This design comes from an exercise in tuning for small area and a short achievable clock period on the open sky130 flow, not from production work. Function was checked by simulation only, so behaviour that the tests miss may differ from the original.

==> flow/design.v (outline; a module is shown in full before it is edited, if it fits) <==
// module top_convolution: 1552 lines
// module conv_carry_ks: 23 lines
// module conv_gp: 4 lines
// module conv_g: 3 lines
// module conv_ha: 4 lines
// module conv_xo: 3 lines
// module conv_or: 3 lines
// module conv_xn: 3 lines
// module conv_fa: 4 lines
// module conv_carry: 27 lines
module top_convolution#(parameter int IMG_SIZE = 5)(
    input clk,
    input rst,
    input [23:0] in,
    input [71:0] FILTER,
    output reg [(IMG_SIZE-2)*(IMG_SIZE-2)*9-1:0] OUT);
  // ...
==> flow/flow/run.sh <==
#!/bin/bash
# Layout flow: the standard ORFS flow (standard.sh, unchanged synthesis)
# with two settings changed: the port buffers are buf_2 cells instead of the
# default choice, and timing repair aims for 12.5 ns of setup slack.
set -euo pipefail
export BUFFER_PORTS_ARGS="-buffer_cell sky130_fd_sc_hd__buf_2"
export SETUP_SLACK_MARGIN=12.5
bash standard.sh > standard_make.log 2>&1
==> flow/standard.sh <==
#!/bin/bash
# synth_recipe.tcl (not shown) runs the flow's synth.tcl, then flattens the netlist and writes it again
# the make line also repeats each setting of config.mk as NAME=value (left out here)
make -C /OpenROAD-flow-scripts/flow DESIGN_CONFIG=/design/flow/config.mk WORK_HOME=/design/flow/orfs CLKGATE_MAP_FILE= SYNTH_SCRIPT=/design/flow/synth_recipe.tcl "${@:-finish}"
==> flow/config.mk <==
export PLATFORM = sky130hd
export DESIGN_NAME = top_convolution
export DESIGN_NICKNAME = top_convolution
export VERILOG_FILES = /design/flow/design.v
export SDC_FILE = /design/flow/constraint.sdc
export NUM_CORES = 4
export LEC_CHECK = 0
export CAP_MARGIN = 20
export CORE_MARGIN = 2
export CORE_UTILIZATION = 40
export CTS_BUF_LIST = sky130_fd_sc_hd__clkbuf_4
export SLEW_MARGIN = 20
export SYNTH_HIERARCHICAL = 1
export SYNTH_MINIMUM_KEEP_SIZE = 0
==> flow/constraint.sdc <==
create_clock -name core_clock -period 17.0 [get_ports {clk}]
set_input_delay 3.4000 -clock core_clock [delete_from_list [all_inputs] [get_ports {clk}]]
set_output_delay 3.4000 -clock core_clock [all_outputs]
set_load 0.01 [all_outputs]
==> flow_metrics.py, run 1 <==
metrics = {
    "status": {
        "outcome": "complete, no violations",
    },
    "grt": {
        "overflow": 0,
        "grt_max_degree": 71,
        "grt_busiest_layer": "met2",
        "grt_pass1_wl_um": 55700,
        "grtUsageMet1": 0.213,
    },
    "sta": {
        "timing.final.ws_setup_ns": 12.31,
        "holdWs_ns": 0.295,
        "skew_ns": 0.0647,
        "worstMarginPinSlew_ns": 1.02,
        "rsz0062_at_grt": "true",
        "fin_crit_ns": 4.69,
        "max_freq_mhz": 213,
    },
    "route": {
        "ant_nets": 0,
        "drt_iter0_markers": 360,
        "drt-total-wl_um": 34100,
    },
    "setup_path": {
        "cp.depth": 1,
        "endpoint_kind": "output port",
        "reg2reg_to": "OUT[17]",
        "path_class": "reg -> out",
        "cp_cell_sequence": "buf_2",
    },
    "layout": {
        "fillers": 3700,
        "n_clock_buffer": 100,
        "multi_input_area_um2": 9660,
        "utilization": 0.470,
        "n_antenna_cell": 2,
        "layout.cells.most_common_list": "nand2_1, fa_1, dfxtp_1, buf_2, xor2_1",
    },
    "die": {
        "dieArea_um2": 42200,
        "rows": 73,
        "die_w_um": 205,
        "core-area_um2": 39900,
    },
    "cts": {
        "tritoncts": "yes",
        "htreeDepth": 3,
    },
    "job": {
        "cap_violations": 0,
    },
    "worst_hold_path": {
        "min_from": "r1c[1]",
        "min_delay_path_depth": 0,
    },
    "place": {
        "gp_congestion": 0.799,
    },
}
==> run 2: changes to the inputs <==
==> flow/flow/run.sh (replaced) <==
#!/bin/bash
# Layout flow: the standard ORFS flow (standard.sh, unchanged synthesis)
# with two settings changed: the port buffers are buf_1 cells instead of the
# default choice, and timing repair aims for 12.5 ns of setup slack.
set -euo pipefail
export BUFFER_PORTS_ARGS="-buffer_cell sky130_fd_sc_hd__buf_1"
export SETUP_SLACK_MARGIN=12.5
bash standard.sh > standard_make.log 2>&1
==> run 2 against run 1 <==
Compared with the run above: clock-buffer cell count down 1; clock skew down 0.020 ns; fmax up 0.15%; critical path depth unchanged; cell area down 0.29%; via count up 2.2%; core utilization down 0.14 points; first-iteration DRC count up 3.9%; synthesized cell count unchanged; area after synthesis unchanged; register-to-register slack about the same; cell count up 0.28%; highest routed layer unchanged.
==> flow_metrics.py, run 2 <==
metrics = {
    "status": {
        "outcome": "complete, no violations",
    },
    "cts": {
        "clockBufferDepth": 3,
        "htreeDepth": 3,
        "path_clk_slew_ns": 0.06,
        "tritoncts": "yes",
        "cts.sinks": 275,
        "cts_buffers": 75,
        "cts-root-buf": "clkbuf_4",
        "ctsHoldBuffers": 0,
        "clock_latency_ns": 0.74,
    },
    "die": {
        "pin_count": 179,
        "rows": 73,
        "chipHeight_um": 205,
        "die_w_um": 205,
        "dieArea_um2": 42200,
        "initial_utilization": 0.407,
        "core-area_um2": 39900,
    },
    "sta": {
        "max_freq_mhz": 213,
        "skew_ns": 0.0447,
        "timing.final.ws_setup_ns": 12.31,
        "final-setup-viol-count": 0,
        "slew_viol_final": 0,
        "rsz0062_at_grt": "true",
        "hold_violations": 0,
        "fin_crit_ns": 4.69,
        "fin_tns_setup_ns": 0,
        "max-slew-margin-rel": 0.301,
        "worstMarginPinSlew_ns": 1.05,
        "fin_crit_sh": 0.276,
    },
    "route": {
        "drc": 0,
        "vias": 10228,
        "first_pass_iters": 4,
        "drt_iter0_markers": 374,
        "wl_per_cell_um": 16.4,
        "via_per_inst": 4.72,
        "drt-total-wl_um": 35500,
        "ant_nets": 0,
    },
    "setup_path": {
        "path_class": "reg -> out",
        "critPathMaxFanout": 1,
        "endpoint_kind": "output port",
        "required_ns": 13.60,
        "max_stage_delay_ns": 0.40,
        "critPathLaunchType": "register",
        "worstPathArrival_ns": 1.29,
        "cp_cell_sequence": "clkbuf_2",
        "cp_num_buf_inv": 1,
        "cp_top_family": "flip-flops",
        "cpMaxStageDelayCell": "edfxtp_1",
    },
    "synthesis": {
        "syn_area_per_cell_um2": 11.8,
        "syn_area_um2": 16200,
        "yosysWarnings": 7,
        "syn_inst": 1378,
    },
    "layout": {
        "drive_gt1_frac": 0.138,
        "area.growth.synth_to_final_pct": 15.2,
        "layout.cells.most_common_list": "nand2_1, fa_1, dfxtp_1, xor2_1, buf_1",
        "top_register": "OUT",
        "layout_commonest_cell": "nand2_1",
        "reg_top3": "OUT (81), f (72)",
        "fin_nets": 1952,
        "largest_register_ffs": 81,
        "design_area_um2": 18700,
        "stdcell_count": 2169,
    },
    "place": {
        "io_buffers": 178,
        "place_area_um2": 17400,
        "gp_congestion": 0.823,
        "placed_cells": 2025,
        "dp_hpwl_um": 23500,
        "pre_cts_ws_ns": 11.91,
    },
    "grt": {
        "grt_max_degree": 73,
        "antenna_found_initial": 2,
        "overflow": 0,
        "grt_usage": 0.173,
        "first_global_vias": 11121,
        "grt_pass1_wl_um": 56400,
    },
    "job": {
        "cap_violations": 0,
    },
    "worst_hold_path": {
        "hp-class": "reg -> reg",
    },
}
[run 2: area by class of cell]
cell class                      count  area, µm²
Sequential cell                   275       6330
Tap cell                          525        657
Inverter                           14       52.6
Clock inverter                     31        178
Timing Repair Buffer              198       1060
Antenna cell                        2       5.00
Fill cell                        3735      21200
Multi-Input combinational cell   1025       9670
Clock buffer                       99        743
[run 2: worst register-to-register path, cell delays in order, from the launching register on]
cell and delay (ns):
dfxtp_4 0.41, buf_16 0.22, nand2_1 0.13, fa_1 0.49, fa_1 0.43, fa_1 0.39
fa_1 0.39, fa_1 0.39, fa_1 0.39, fa_1 0.42, xor2_2 0.21, nor2b_4 0.16
[run 2: per-stage QoR]
stage / hold slack, ns / util
2_1_floorplan: 0.310 / -
3_3_place_gp: 0.310 / 0.436
3_5_place_dp: 0.312 / 0.436
4_1_cts: 0.309 / 0.461
5_1_grt: 0.301 / 0.468
6_report: 0.311 / 0.468
[run 2: final timing paths]
path,start,depth (start not counted),endpoint,slack [ns]
hold reg to reg,d0a[0],0,d0b[0],0.31
setup / recovery,OUT[71],1,OUT[71],12.31
hold / removal,d0a[0],0,d0b[0],0.31
setup reg to reg,s[2],11,OUT[80],12.66
[run 2: repair_timing]
item | CTS | global route
setup endpoints to repair | 120 | 106
gates cloned | 0 | 5
pin swaps | 0 | 0
gates resized for setup | 11 | 85
buffers inserted | 1 | 6
hold endpoints to repair | 0 | 0
[run 2: routing by layer]
layer	part of all wire	up-vias	global-route usage	wire (µm)
li1	-	4688	-	-
met1	0.43	5145	0.217	15200
met2	0.49	332	0.294	17400
met3	0.056	63	0.0369	1980
met4	0.026	0	0.0624	914
met5	0	-	0	0
==> run 3: changes to the inputs <==
--- a/flow/config.mk
+++ b/flow/config.mk
@@ -8,7 +8,7 @@
 export CAP_MARGIN = 20
 export CORE_MARGIN = 2
 export CORE_UTILIZATION = 40
-export CTS_BUF_LIST = sky130_fd_sc_hd__clkbuf_4
+export CTS_BUF_LIST = sky130_fd_sc_hd__clkbuf_8
 export SLEW_MARGIN = 20
 export SYNTH_HIERARCHICAL = 1
 export SYNTH_MINIMUM_KEEP_SIZE = 0
==> run 3 against run 2 <==
Compared with the run above: area after synthesis is the same; clock skew decreased by 0.017 ns; critical path depth is the same; sequential share of layout area about the same; synthesized cell count did not move; die area unchanged; still clean on timing, DRC and antenna; first-iteration DRC count decreased by 8.0%.
==> flow_metrics.py, run 3 <==
metrics = {
    "cts": {
        "cts.sinks": 275,
        "clockBufferDepth": 3,
        "htreeDepth": 2,
        "cts-root-buf": "clkbuf_8",
        "tritoncts": "yes",
        "cts_buffers": 47,
        "path_clk_slew_ns": 0.06,
        "clock_latency_ns": 0.60,
    },
    "setup_path": {
        "cp_cell_sequence": "clkbuf_2",
        "timing.rr.start": "s[1]",
        "critPathMaxFanout": 1,
        "cpMaxStageDelayCell": "edfxtp_1",
        "cp_top_family": "flip-flops",
        "rrSetupSlack_ns": 12.67,
        "max_stage_delay_ns": 0.40,
        "path_class": "reg -> out",
        "endpoint_kind": "output port",
        "critPathLaunchType": "register",
        "required_ns": 13.60,
        "worstPathArrival_ns": 1.13,
        "rr_worst_depth": 11,
        "reg2reg_to": "OUT[8]",
        "cp_num_buf_inv": 1,
    },
    "sta": {
        "max_freq_mhz": 221,
        "slew_viol_final": 0,
        "timing.final.ws_setup_ns": 12.47,
        "hold_violations": 0,
        "worstMarginPinSlew_ns": 1.04,
        "fin_crit_sh": 0.266,
        "final-setup-viol-count": 0,
        "fin_crit_ns": 4.53,
        "max-slew-margin-rel": 0.304,
        "fin_tns_setup_ns": 0,
        "skew_ns": 0.0273,
        "rsz0062_at_grt": "true",
    },
    "place": {
        "dp_hpwl_um": 23500,
        "pre_cts_ws_ns": 11.91,
        "io_buffers": 178,
        "gp_congestion": 0.823,
    },
    "grt": {
        "grtUsageMet1": 0.219,
        "overflow": 0,
        "grt.met3_usage": 0.0268,
        "grt_use_met2": 0.292,
        "antenna_found_initial": 0,
        "grt_usage": 0.170,
        "grt_max_degree": 73,
        "grt_busiest_layer": "met2",
        "first_global_vias": 10792,
        "grt_pass1_wl_um": 55800,
    },
    "die": {
        "rows": 73,
        "initial_utilization": 0.407,
        "dieArea_um2": 42200,
        "die_w_um": 205,
        "chipHeight_um": 205,
        "core-area_um2": 39900,
        "pin_count": 179,
    },
    "layout": {
        "largest_register_ffs": 81,
        "drive_gt1_frac": 0.114,
        "area.growth.synth_to_final_pct": 15.2,
        "fin_nets": 1922,
        "fillers": 3707,
        "layout.cells.most_common_list": "nand2_1, fa_1, dfxtp_1, xor2_1, buf_1",
        "layout_commonest_cell": "nand2_1",
        "top_register": "OUT",
        "n_antenna_cell": 0,
        "reg_top3": "OUT (81), f (72)",
    },
    "route": {
        "vias": 10071,
        "first_pass_iters": 5,
        "wl_per_cell_um": 16.5,
        "ant_nets": 0,
        "drt-total-wl_um": 35000,
        "via_per_inst": 4.75,
        "drc": 0,
        "drt_iter0_markers": 344,
    },
    "worst_hold_path": {
        "min_from": "r0c[1]",
        "hold_path_end": "d0a[1]",
        "min_delay_path_depth": 0,
        "hp-class": "reg -> reg",
    },
    "status": {
        "outcome": "complete, no violations",
    },
    "synthesis": {
        "syn_inst": 1378,
        "yosysWarnings": 7,
        "syn_area_um2": 16200,
        "syn_area_per_cell_um2": 11.8,
    },
    "job": {
        "cap_violations": 0,
    },
}
[run 3: repair_timing]
action	in CTS	in global routing
endpoints found under the hold margin	0	0
setup buffers	1	5
resized for setup	11	82
cloned	0	4
hold buffers	0	0
setup endpoints to repair	120	105
[run 3: stage by stage]
step | std cells | hold WS [ns] | utilization | cell area (µm²)
2_1_floorplan | 1381 | 0.310 | - | 16300
3_3_place_gp | 2025 | 0.310 | 0.436 | 17400
3_5_place_dp | 2025 | 0.312 | 0.436 | 17400
4_1_cts | 2110 | 0.324 | 0.462 | 18400
5_1_grt | 2119 | 0.330 | 0.468 | 18700
6_report | 2119 | 0.324 | 0.468 | 18700
[run 3: how the worst max path moves through the flow]
stage / cells after the start / start / end / slack, ns
after floorplan: 6 / in[5] / s[8] / 12.11
after global placement: 7 / in[18] / s[7] / 11.95
after detailed placement: 11 / s[1] / OUT[17] / 11.91
after CTS: 1 / OUT[74] / OUT[74] / 12.42
after global routing: 1 / OUT[71] / OUT[71] / 12.41
final: 1 / OUT[74] / OUT[74] / 12.47
[run 3: layout make-up]
class / count / area [µm²] / share of cell area
Tap cell: 525 / 657 / 0.0351
Multi-Input combinational cell: 1025 / 9670 / 0.517
Inverter: 14 / 52.6 / 0.00281
Timing Repair Buffer: 196 / 1010 / 0.0541
Clock inverter: 27 / 193 / 0.0103
Clock buffer: 57 / 785 / 0.0420
Sequential cell: 275 / 6330 / 0.339
[run 3: layer usage]
layer	vias to the layer above	wire length, µm
met5	-	0
met4	0	973
met3	59	2030
met2	310	17000
met1	5113	15000
li1	4589	-
==> run 4: changes to the inputs <==
--- a/flow/config.mk
+++ b/flow/config.mk
@@ -8,7 +8,9 @@
 export CAP_MARGIN = 20
 export CORE_MARGIN = 2
 export CORE_UTILIZATION = 40
-export CTS_BUF_LIST = sky130_fd_sc_hd__clkbuf_8
+export CTS_BUF_LIST = sky130_fd_sc_hd__clkbuf_16
+export CTS_CLUSTER_DIAMETER = 80
+export CTS_CLUSTER_SIZE = 40
 export SLEW_MARGIN = 20
 export SYNTH_HIERARCHICAL = 1
 export SYNTH_MINIMUM_KEEP_SIZE = 0
==> run 4 against run 3 <==
Compared with the run above: still clean; clock-buffer cell count is 38 lower; die area stayed put; cell area is 1.1% lower; routed wire length is 1.2% lower; cell count is 2.2% lower; clock skew is 0.0082 ns higher; critical path depth stayed put; highest routed layer unchanged.
==> flow_metrics.py, run 4 <==
metrics = {
    "sta": {
        "fin_tns_setup_ns": 0,
        "fin_crit_sh": 0.266,
        "slew_viol_final": 0,
        "max-slew-margin-rel": 0.306,
        "max_freq_mhz": 221,
        "hold_violations": 0,
        "timing.final.ws_setup_ns": 12.47,
        "fin_crit_ns": 4.53,
        "skew_ns": 0.0354,
        "rsz0062_at_grt": "true",
        "final-setup-viol-count": 0,
        "worstMarginPinSlew_ns": 1.04,
    },
    "grt": {
        "grt_usage": 0.166,
        "grt_pass1_wl_um": 54800,
        "antenna_found_initial": 0,
        "first_global_vias": 10542,
        "grt_max_degree": 73,
        "overflow": 0,
    },
    "cts": {
        "ctsHoldBuffers": 0,
        "tritoncts": "yes",
        "cts_buffers": 19,
        "htreeDepth": 1,
        "path_clk_slew_ns": 0.12,
        "clock_latency_ns": 0.56,
        "cts.sinks": 275,
        "clockBufferDepth": 3,
        "cts-root-buf": "clkbuf_16",
    },
    "worst_hold_path": {
        "hold_path_end": "d0a[1]",
        "hp-class": "reg -> reg",
        "min_from": "r0c[1]",
        "min_delay_path_depth": 0,
    },
    "place": {
        "io_buffers": 178,
        "pre_cts_ws_ns": 11.91,
        "placed_cells": 2025,
        "gp_congestion": 0.823,
        "dp_hpwl_um": 23500,
        "place_area_um2": 17400,
    },
    "route": {
        "via_per_inst": 4.74,
        "drc": 0,
        "drt-total-wl_um": 34600,
        "ant_nets": 0,
        "first_pass_iters": 5,
        "vias": 9814,
        "wl_per_cell_um": 16.7,
        "drt_iter0_markers": 393,
    },
    "setup_path": {
        "required_ns": 13.60,
        "cpMaxStageDelayCell": "edfxtp_1",
        "rr_worst_depth": 11,
        "reg2reg_to": "OUT[44]",
        "cp-startpoint": "OUT[71]",
        "worstPathArrival_ns": 1.13,
        "critPathMaxFanout": 1,
        "critPathLaunchType": "register",
        "cp_cell_sequence": "clkbuf_2",
        "max_stage_delay_ns": 0.42,
        "endpoint_kind": "output port",
        "cp_top_family": "flip-flops",
        "path_class": "reg -> out",
        "timing.rr.start": "s[0]",
        "rrSetupSlack_ns": 12.65,
        "cp_num_buf_inv": 1,
        "cp.depth": 1,
    },
    "die": {
        "initial_utilization": 0.407,
        "pin_count": 179,
        "dieArea_um2": 42200,
        "core-area_um2": 39900,
        "die_w_um": 205,
        "rows": 73,
        "chipHeight_um": 205,
    },
    "layout": {
        "stdcell_count": 2072,
        "largest_register_ffs": 81,
        "regArea_um2": 6330,
        "multi_input_area_um2": 9670,
        "layout.cells.most_common_list": "nand2_1, fa_1, dfxtp_1, xor2_1, buf_1",
        "n_antenna_cell": 0,
        "fin_nets": 1898,
        "design_area_um2": 18500,
        "top_register": "OUT",
        "layout_commonest_cell": "nand2_1",
        "drive_gt1_frac": 0.0983,
        "reg_top3": "OUT (81), f (72)",
        "fillers": 3692,
        "area.growth.synth_to_final_pct": 13.9,
    },
    "status": {
        "outcome": "complete, no violations",
    },
    "synthesis": {
        "yosysWarnings": 7,
        "syn_area_um2": 16200,
        "syn_area_per_cell_um2": 11.8,
        "syn_inst": 1378,
    },
    "job": {
        "cap_violations": 0,
    },
}
[run 4: repair_timing]
action	4_1_cts	5_1_grt
buffers inserted	1	9
pin swaps	0	10
resized for setup	10	83
gates cloned	0	4
endpoints found under the setup margin	91	105
[run 4: layer usage]
layer / share of wire / global-route usage / routed length (µm)
met1: 0.43 / 0.218 / 15000
met2: 0.49 / 0.291 / 17000
met3: 0.048 / 0.0196 / 1670
met4: 0.028 / 0.0421 / 961
met5: 0 / 0 / 0
[run 4: through the flow]
step | util | hold WS, ns
2_1_floorplan | - | 0.310
3_3_place_gp | 0.436 | 0.310
3_5_place_dp | 0.436 | 0.312
4_1_cts | 0.456 | 0.303
5_1_grt | 0.463 | 0.313
6_report | 0.463 | 0.307
[run 4: layout make-up]
class                      count  share of cell area
tap                          525              0.0355
inverter                      14             0.00284
sequential                   275               0.343
multi-input combinational   1025               0.523
timing repair buffer         200              0.0562
clock buffer                  19              0.0257
clock inverter                14              0.0139
[run 4: worst max-delay path by stage]
stage | endpoint | slack, ns
after detailed placement | OUT[17] | 11.91
after floorplan | s[8] | 12.11
after global routing | OUT[71] | 12.41
after global placement | s[7] | 11.95
after CTS | OUT[26] | 12.45
final | OUT[71] | 12.47
==> run 5: changes to the inputs <==
--- a/flow/config.mk
+++ b/flow/config.mk
@@ -9,8 +9,8 @@
 export CORE_MARGIN = 2
 export CORE_UTILIZATION = 40
 export CTS_BUF_LIST = sky130_fd_sc_hd__clkbuf_16
-export CTS_CLUSTER_DIAMETER = 80
-export CTS_CLUSTER_SIZE = 40
+export CTS_CLUSTER_DIAMETER = 60
+export CTS_CLUSTER_SIZE = 30
 export SLEW_MARGIN = 20
 export SYNTH_HIERARCHICAL = 1
 export SYNTH_MINIMUM_KEEP_SIZE = 0
==> run 5 against run 4 <==
Compared with the run above: fmax increased by 0.31%; via count increased by 0.57%; register-to-register slack about the same; highest routed layer unchanged; setup slack improved by 0.014 ns.
==> flow_metrics.py, run 5 <==
metrics = {
    "cts": {
        "path_clk_slew_ns": 0.08,
        "htreeDepth": 1,
        "clock_latency_ns": 0.57,
        "ctsHoldBuffers": 0,
        "tritoncts": "yes",
        "cts.sinks": 275,
        "cts-root-buf": "clkbuf_16",
        "clockBufferDepth": 3,
        "cts_buffers": 27,
    },
    "synthesis": {
        "syn_inst": 1378,
        "syn_area_um2": 16200,
        "yosysWarnings": 7,
        "syn_area_per_cell_um2": 11.8,
    },
    "layout": {
        "fillers": 3704,
        "layout.cells.most_common_list": "nand2_1, fa_1, dfxtp_1, xor2_1, buf_1",
        "drive_gt1_frac": 0.106,
        "fin_nets": 1905,
        "design_area_um2": 18700,
        "area.growth.synth_to_final_pct": 15.4,
        "reg_top3": "OUT (81), f (72)",
        "n_antenna_cell": 0,
        "top_register": "OUT",
        "layout_commonest_cell": "nand2_1",
        "largest_register_ffs": 81,
    },
    "die": {
        "rows": 73,
        "die_w_um": 205,
        "pin_count": 179,
        "chipHeight_um": 205,
        "core-area_um2": 39900,
        "initial_utilization": 0.407,
        "dieArea_um2": 42200,
    },
    "sta": {
        "worstMarginPinSlew_ns": 1.03,
        "timing.final.ws_setup_ns": 12.49,
        "max_freq_mhz": 222,
        "fin_crit_sh": 0.266,
        "slew_viol_final": 0,
        "max-slew-margin-rel": 0.311,
        "fin_crit_ns": 4.51,
        "skew_ns": 0.0166,
        "hold_violations": 0,
        "rsz0062_at_grt": "true",
        "fin_tns_setup_ns": 0,
        "final-setup-viol-count": 0,
    },
    "route": {
        "drc": 0,
        "first_pass_iters": 5,
        "vias": 9870,
        "drt_iter0_markers": 354,
        "wl_per_cell_um": 16.5,
        "drt-total-wl_um": 34400,
        "ant_nets": 0,
        "via_per_inst": 4.73,
    },
    "grt": {
        "grt_usage": 0.167,
        "antenna_found_initial": 0,
        "overflow": 0,
        "grt_pass1_wl_um": 55100,
        "grt_max_degree": 73,
        "first_global_vias": 10599,
    },
    "job": {
        "cap_violations": 0,
    },
    "place": {
        "io_buffers": 178,
        "pre_cts_ws_ns": 11.91,
        "gp_congestion": 0.823,
        "place_area_um2": 17400,
        "dp_hpwl_um": 23500,
    },
    "setup_path": {
        "path_class": "reg -> out",
        "cp_top_family": "flip-flops",
        "endpoint_kind": "output port",
        "critPathMaxFanout": 1,
        "cp_cell_sequence": "clkbuf_2",
        "max_stage_delay_ns": 0.41,
        "cpMaxStageDelayCell": "edfxtp_1",
        "worstPathArrival_ns": 1.11,
        "critPathLaunchType": "register",
        "required_ns": 13.60,
        "cp_num_buf_inv": 1,
    },
    "status": {
        "outcome": "complete, no violations",
    },
    "worst_hold_path": {
        "hp-class": "reg -> reg",
    },
}
[run 5: final timing paths]
check / to / slack (ns) / startpoint / cells past startpoint
setup / recovery: OUT[71] / 12.49 / OUT[71] / 1
hold / removal: d1a[7] / 0.31 / r1c[7] / 0
setup reg to reg: OUT[53] / 12.65 / s[0] / 11
hold reg to reg: d1a[7] / 0.31 / r1c[7] / 0
[run 5: metrics by stage]
step | utilization | cells | hold WS [ns]
6_report | 0.469 | 2088 | 0.314
5_1_grt | 0.469 | 2088 | 0.317
4_1_cts | 0.462 | 2076 | 0.313
3_5_place_dp | 0.436 | 2025 | 0.312
3_3_place_gp | 0.436 | 2025 | 0.310
2_1_floorplan | - | 1381 | 0.310
[run 5: layer usage]
metal,share of wire,global-route usage,up-vias
met2,0.49,0.289,265
li1,-,-,4550
met4,0.025,0.0429,0
met3,0.049,0.0222,50
met1,0.43,0.220,5005
met5,0,0,-
[run 5: layout make-up]
cell class / count / area [µm²] / area share
sequential: 275 / 6330 / 0.338
clock inverter: 23 / 300 / 0.0160
multi-input combinational: 1025 / 9660 / 0.516
tap: 525 / 657 / 0.0351
inverter: 14 / 52.6 / 0.00281
clock buffer: 27 / 676 / 0.0361
timing repair buffer: 199 / 1040 / 0.0555
[run 5: repair_timing]
| item | CTS | global route |
|---|---|---|
| cloned | 0 | 4 |
| endpoints found under the setup margin | 89 | 106 |
| buffers inserted | 1 | 8 |
| resized for setup | 11 | 84 |
| pin swaps | 0 | 7 |
==> run 6: changes to the inputs <==
==> flow/run.sh (new file) <==
#!/bin/bash
# synth_recipe.tcl (not shown) runs the flow's synth.tcl, then flattens the netlist and writes it again
# the make line also repeats each setting of config.mk as NAME=value (left out here)
make -C /OpenROAD-flow-scripts/flow DESIGN_CONFIG=/design/flow/config.mk WORK_HOME=/design/flow/orfs CLKGATE_MAP_FILE= SYNTH_SCRIPT=/design/flow/synth_recipe.tcl finish
removed: flow/flow/run.sh
removed: flow/standard.sh
==> run 6 against run 5 <==
Compared with the run above: non-clock buffer count down 12; cell area up 4.0%; setup slack worse by 0.77 ns; cell count down 0.67%; via count down 1.3%; register-to-register slack worse by 0.93 ns.
==> flow_metrics.py, run 6 <==
metrics = {
    "grt": {
        "antenna_found_initial": 0,
        "grt_usage": 0.168,
        "grt_pass1_wl_um": 55800,
        "first_global_vias": 10765,
        "grt_max_degree": 73,
        "overflow": 0,
    },
    "cts": {
        "cts_buffers": 27,
        "clockBufferDepth": 3,
        "cts.sinks": 275,
        "htreeDepth": 1,
        "cts-root-buf": "clkbuf_16",
        "ctsHoldBuffers": 0,
        "post_cts_buffers": 0,
        "clock_latency_ns": 0.57,
        "tritoncts": "yes",
        "path_clk_slew_ns": 0.09,
        "postCtsResizedCells": 0,
    },
    "setup_path": {
        "required_ns": 17.29,
        "reg2reg_to": "OUT[35]",
        "rrSetupSlack_ns": 11.72,
        "worstPathArrival_ns": 5.58,
        "rr_worst_depth": 12,
        "timing.rr.start": "s[0]",
        "endpoint_kind": "register",
        "path_class": "reg -> reg",
        "critPathLaunchType": "register",
        "critPathMaxFanout": 72,
    },
    "worst_hold_path": {
        "hold_path_end": "d1a[0]",
        "min_delay_path_depth": 0,
        "hp-class": "reg -> reg",
        "min_from": "r1c[0]",
    },
    "die": {
        "die_w_um": 205,
        "chipHeight_um": 205,
        "pin_count": 179,
        "core-area_um2": 39900,
        "dieArea_um2": 42200,
        "initial_utilization": 0.407,
        "rows": 73,
    },
    "sta": {
        "skew_ns": 0.0240,
        "worstMarginPinSlew_ns": 0.958,
        "final-setup-viol-count": 0,
        "max_freq_mhz": 189,
        "rsz0062_at_grt": "false",
        "fin_tns_setup_ns": 0,
        "slew_viol_final": 0,
        "hold_violations": 0,
        "fin_crit_ns": 5.28,
        "max-slew-margin-rel": 0.360,
        "fin_crit_sh": 0.311,
    },
    "route": {
        "drt-total-wl_um": 33800,
        "first_pass_iters": 5,
        "via_per_inst": 4.70,
        "wl_per_cell_um": 16.3,
        "vias": 9741,
        "ant_nets": 0,
        "drt_iter0_markers": 315,
        "drc": 0,
    },
    "place": {
        "gp_congestion": 0.788,
        "placed_cells": 2025,
        "dp_hpwl_um": 23800,
        "io_buffers": 178,
        "place_area_um2": 18400,
    },
    "layout": {
        "design_area_um2": 19500,
        "n_antenna_cell": 0,
        "top_register": "OUT",
        "utilization": 0.488,
        "reg_top3": "OUT (81), f (72)",
        "stdcell_count": 2074,
        "drive_gt1_frac": 0.0458,
        "fillers": 3592,
        "layout_commonest_cell": "nand2_1",
        "largest_register_ffs": 81,
        "layout.cells.most_common_list": "nand2_1, fa_1, dfxtp_1, clkdlybuf4s50_1, xor2_1",
        "area.growth.synth_to_final_pct": 20.0,
        "fin_nets": 1892,
    },
    "job": {
        "cap_violations": 0,
    },
    "synthesis": {
        "yosysWarnings": 7,
        "syn_inst": 1378,
        "syn_area_um2": 16200,
        "syn_area_per_cell_um2": 11.8,
    },
    "status": {
        "outcome": "complete, no violations",
    },
}
run 6: layout make-up:
| cell class | count | area (µm²) | share of cell area |
|---|---|---|---|
| clock buffer | 27 | 676 | 0.0347 |
| clock inverter | 22 | 359 | 0.0184 |
| inverter | 14 | 52.6 | 0.00270 |
| multi-input combinational | 1024 | 9560 | 0.491 |
| sequential | 275 | 6320 | 0.325 |
| tap | 525 | 657 | 0.0337 |
| timing repair buffer | 187 | 1850 | 0.0950 |
run 6: layer usage:
layer	track usage	wire length [µm]
met3	0.0257	1780
met5	0	0
met4	0.0447	885
met2	0.292	16400
met1	0.220	14700
run 6: worst max-delay path by stage:
stage,start,to
floorplan,in[21],s[8]
global placement,in[19],s[8]
detailed placement,in[10],s[7]
CTS,s[0],OUT[35]
global route,s[0],OUT[35]
finish,s[0],OUT[35]
run 6: worst max-delay path: stages (launching register included):
cell     delay, ns
dfxtp_2       0.32
buf_4         0.67
nand2_1       0.18
or2_1         0.30
fa_1          0.48
fa_1          0.43
fa_1          0.40
fa_1          0.40
fa_1          0.39
fa_1          0.40
fa_1          0.38
xor2_1        0.16
nor2b_1       0.48
run 6: per-stage QoR:
step,worst slack (ns),hold slack [ns]
5_1_grt,11.38,0.325
2_1_floorplan,12.05,0.310
3_5_place_dp,11.49,0.312
6_report,11.72,0.314
4_1_cts,11.67,0.312
3_3_place_gp,11.52,0.311

[port drivers added, routing unchanged]
In the flow no input, the clock included, has a driving cell. The finished layouts below were timed again as built, in two steps. Step 1 sets driving cells, clkbuf_16 on the clock port and buf_2 on the other inputs (assumed; they add their load-dependent delay and slew). Step 2 moves the port delays by t, midway between the first and last clock arrival at a register: inputs arrive t later, outputs are due t later. That takes back most of the time a late clock gives input paths. Three values: ideal, step 1, step 2; two values: the first two.
run | t (ns) | setup WS [ns] | worst data-port slew with drivers (ns) | pins driven straight from the clock port
run 1 | 0.770 | 12.306 / 12.259 / 11.881 | 0.07 | 1
run 2 | 0.768 | 12.314 / 12.265 / 11.831 | 0.08 | 1
run 3 | 0.628 | 12.474 / 12.427 / 11.866 | 0.08 | 1
run 4 | 0.589 | 12.472 / 12.422 / 11.945 | 0.08 | 1
run 5 | 0.615 | 12.485 / 12.434 / 11.894 | 0.08 | 1
run 6 | 0.607 | 11.716 / 11.716 / 11.500 | 0.08 | 1
After both steps setup and hold are still met in every run listed. The setup slack of run 3, which loses most, moves by -0.047 ns with the drivers and by -0.608 ns with both steps.
